Source: an optimization exercise on an open RTL-to-GDS flow (aim: small area and a short achievable clock period). Production flows keep margins and buffers that such runs may drop.
The RTL was checked by simulation tests, not by an equivalence proof against the original design.
Power is estimated from default activity; no workload was simulated.

==> flow/design.v (excerpt) <==
module mcu_main(input clk, input reset,
                input [16:0] instr,      
                input [7:0] io_in,       
                output [7:0] pc,         
                output io_we,            
                output [7:0] io_addr,    
                output [7:0] io_data);
export LEC_CHECK = 0
export CAP_MARGIN = 30
export CORE_MARGIN = 2
export CORE_UTILIZATION = 50
export CTS_CLUSTER_DIAMETER = 150
export CTS_CLUSTER_SIZE = 25
export PLACE_DENSITY = 0.65
export SLEW_MARGIN = 20
export SYNTH_HIERARCHICAL = 1
create_clock -name core_clock -period 10.0 [get_ports {clk}]
standard.sh (not shown) runs the stock make flow with config.mk's settings and CLKGATE_MAP_FILE= SYNTH_SCRIPT=/design/flow/synth_recipe.tcl, a recipe that flattens the netlist after the stock synthesis.
==> flow/flow/run.sh <==
#!/bin/bash
# Layout: the standard flow (standard.sh: the standard synthesis and the
# ORFS steps, unchanged), except that
set -euo pipefail
bash standard.sh SETUP_SLACK_MARGIN=7.0 "BUFFER_PORTS_ARGS=-buffer_cell sky130_fd_sc_hd__buf_4" finish > run_standard.log 2>&1
Rerun with:
Settings changed: CORE_UTILIZATION 50 to 40, PLACE_DENSITY 0.65 to 0.6.
Result: The changed run finished clean; global-route usage drops by 4.3 points; first-iteration DRC count drops by 5.0%; sequential power stays flat.
Rerun with:
==> flow/flow/run.sh (replaced) <==
#!/bin/bash
# Layout: the standard flow (standard.sh: the standard synthesis and the
# ORFS steps, unchanged), except that
set -euo pipefail
bash standard.sh SETUP_SLACK_MARGIN=6.8 "BUFFER_PORTS_ARGS=-buffer_cell sky130_fd_sc_hd__buf_4" finish > run_standard.log 2>&1
Settings changed: CORE_UTILIZATION 40 to 55, PLACE_DENSITY 0.6 to 0.7.
Result: The new run finished with timing, DRC and antenna clean; global-route usage increases by 6.1 points; power decreases by 1.8%; clock skew is about the same; flip-flop and latch count stays the same; wire length decreases by 9.2%; hold slack is about the same; register-to-register slack degrades by 0.14 ns.

---

Another version of the RTL of mcu_main (not shown whole).
For scale: roughly 4,600 cells after synthesis, roughly 2,200 flip-flops.
==> flow/config.mk <==
export PLATFORM = sky130hd
export DESIGN_NAME = mcu_main
export DESIGN_NICKNAME = mcu_main
export VERILOG_FILES = /design/flow/design.v
export SDC_FILE = /design/flow/constraint.sdc
export NUM_CORES = 4
export LEC_CHECK = 0
export CAP_MARGIN = 30
export CORE_MARGIN = 2
export CORE_UTILIZATION = 65
export CTS_CLUSTER_DIAMETER = 150
export CTS_CLUSTER_SIZE = 25
export PLACE_DENSITY = 0.78
export SLEW_MARGIN = 20
export SYNTH_HIERARCHICAL = 1
==> flow/constraint.sdc <==
create_clock -name core_clock -period 10.0 [get_ports {clk}]
set_input_delay 2.0000 -clock core_clock [delete_from_list [all_inputs] [get_ports {clk}]]
set_output_delay 2.0000 -clock core_clock [all_outputs]
set_load 0.01 [all_outputs]
==> flow/flow/run.sh <==
#!/bin/bash
# Layout: the standard flow (standard.sh: the standard synthesis and the
# ORFS steps, unchanged), except that
set -euo pipefail
bash standard.sh SETUP_SLACK_MARGIN=7.0 "BUFFER_PORTS_ARGS=-buffer_cell sky130_fd_sc_hd__buf_4" finish > run_standard.log 2>&1
The starting point ran to the end with no violations.
Next try:
CORE_UTILIZATION = 40   (was 65)
PLACE_DENSITY = 0.6   (was 0.78)
The new run passed the timing, design-rule and antenna checks. Wire length came out higher by a few percent. Worst setup slack degrades by 0.0042 ns. Synthesized area is unchanged. Final area came out higher slightly. Total power goes up slightly. Via count drops by a few percent. Clock power climbs slightly.
Next try:
CORE_UTILIZATION = 55   (was 40)
PLACE_DENSITY = 0.7   (was 0.6)
What happened: Final cell count drops by 10%; synthesized cell count does not change; final area drops by 1.2%; global-route usage climbs by 6.7 points; worst setup slack improved by 0.037 ns; sequential power is about the same; first-iteration DRC count climbs by 3.3%.

---

## run 1
mcu_main with an RTL version that a note above also has.
For scale: roughly 2200 flip-flops, ~52 I/O pins, ~83000 µm² of cells after synthesis.
export LEC_CHECK = 0
export CAP_MARGIN = 30
export CORE_MARGIN = 2
export CORE_UTILIZATION = 55
export CTS_CLUSTER_DIAMETER = 150
export CTS_CLUSTER_SIZE = 25
export PLACE_DENSITY = 0.7
export SLEW_MARGIN = 20
export SYNTH_HIERARCHICAL = 1
create_clock -name core_clock -period 10.0 [get_ports {clk}]
Scripts as last shown in full above: flow/flow/run.sh
Looking at the reports, run 1 completed the entire flow and the layout it produced met the timing, design-rule and antenna checks.
For run 2, these inputs were changed with respect to run 1:
- changing PLACE_DENSITY from 0.7 to 0.6
- changing CORE_UTILIZATION from 55 to 40
==> flow/flow/run.sh <==
#!/bin/bash
# Layout: the standard flow (standard.sh: the standard synthesis and the
# ORFS steps, unchanged), except that
set -euo pipefail
bash standard.sh SETUP_SLACK_MARGIN=6.8 "BUFFER_PORTS_ARGS=-buffer_cell sky130_fd_sc_hd__buf_4" finish > run_standard.log 2>&1
==> comparison <==
- Looking at finished layout cell area across both flows, run 2 is the weaker of the two, with run 1 ahead.
- Compare run 2 and run 1 | final cycle utilization of the critical path higher: run 2
- In the tables for run 2 and run 1, initial antenna violation count reads higher with run 1.
- Route | run 2 vs run 1 | wire longer in run 2
### run 2 -> run 3
- CTS_CLUSTER_SIZE: 25 -> 28
- CORE_UTILIZATION: 40 -> 55
- TNS_END_PERCENT: unset -> 10
- PLACE_DENSITY: 0.6 -> 0.7
==> flow/flow/run.sh <==
#!/bin/bash
# Layout: the standard flow (standard.sh: the standard synthesis and the
# ORFS steps, unchanged), except that
set -euo pipefail
bash standard.sh SETUP_SLACK_MARGIN=7.0 "BUFFER_PORTS_ARGS=-buffer_cell sky130_fd_sc_hd__buf_4" finish > run_standard.log 2>&1
Results
Highest metal layer with signal wires: met4 -> run 2, met5 -> run 3
Comparing run 3 against run 2, there is no change at all in number of instances in the synthesized netlist.
Run 3 -> run 2: area fraction in compound gates after synthesis delta 0, exact match
Critical path depth (lower): run 3
Per the comparison of run 3 with run 2, power in the clock group went down; worst path buffer plus inverter count moved up.
Run 2 fits on a die that is larger than the die of run 3.
The total power of the final layout reported for run 3 is smaller than that of run 2 by 1.1%.
> inputs changed (run 3 -> run 4)
- removing TNS_END_PERCENT (formerly 10)
- changing CTS_CLUSTER_SIZE from 28 to 25
==> flow/flow/run.sh <==
#!/bin/bash
# Layout: the standard flow (standard.sh: the standard synthesis and the
# ORFS steps, unchanged), except that
set -euo pipefail
bash standard.sh SETUP_SLACK_MARGIN=7.15 "BUFFER_PORTS_ARGS=-buffer_cell sky130_fd_sc_hd__buf_4" finish > run_standard.log 2>&1
==> summary.txt <==
- On number of filler cells placed in the layout: between run 3 and run 4, it ends up lower for run 4.
- Clock power: run 4 vs run 3 up about 6%
- Looking at worst setup slack, run 4 sits 53 ps above run 3.
- Run 4: number of post-CTS setup repair buffers higher than run 3
- Looking at run 3 and run 4, the fraction of standard cell area in multi-input logic is a wash.

[what the ideal ports hide]
The results above use ideal ports. As a check the final layouts listed here were re-extracted and re-timed, cells and wires unchanged. Step 1, drivers: a clkbuf_16 drives clk and a buf_2 each remaining input, both assumed. Step 2 moves the port delays by t, midway between the first and last clock arrival at a register: inputs arrive t later, outputs are due t later. That takes back most of the time a late clock gives input paths. Slacks: ideal / step 1 / step 2; pairs: ideal / step 1.
run	t, ns	slack for setup (ns)	pins driven straight from the clock port
the first run of note 1	0.865	6.734 / 6.642 / 6.728	1
the second run of note 1	0.844	6.764 / 6.682 / 6.718	1
the third run of note 1	0.849	6.713 / 6.647 / 6.700	1
the first run of note 2	0.811	6.661 / 6.580 / 6.880	1
the second run of note 2	0.845	6.657 / 6.563 / 6.898	1
the third run of note 2	0.838	6.693 / 6.612 / 6.953	1
run 1	0.833	6.741 / 6.658 / 6.647	1
run 2	0.851	6.676 / 6.642 / 6.414	1
run 3	0.821	6.712 / 6.687 / 6.712	1
run 4	0.844	6.766 / 6.683 / 6.708	1
After both steps every run listed still meets setup and hold. For run 2, which loses most, drivers alone change the setup slack by -0.034 ns; drivers and shift together by -0.262 ns.
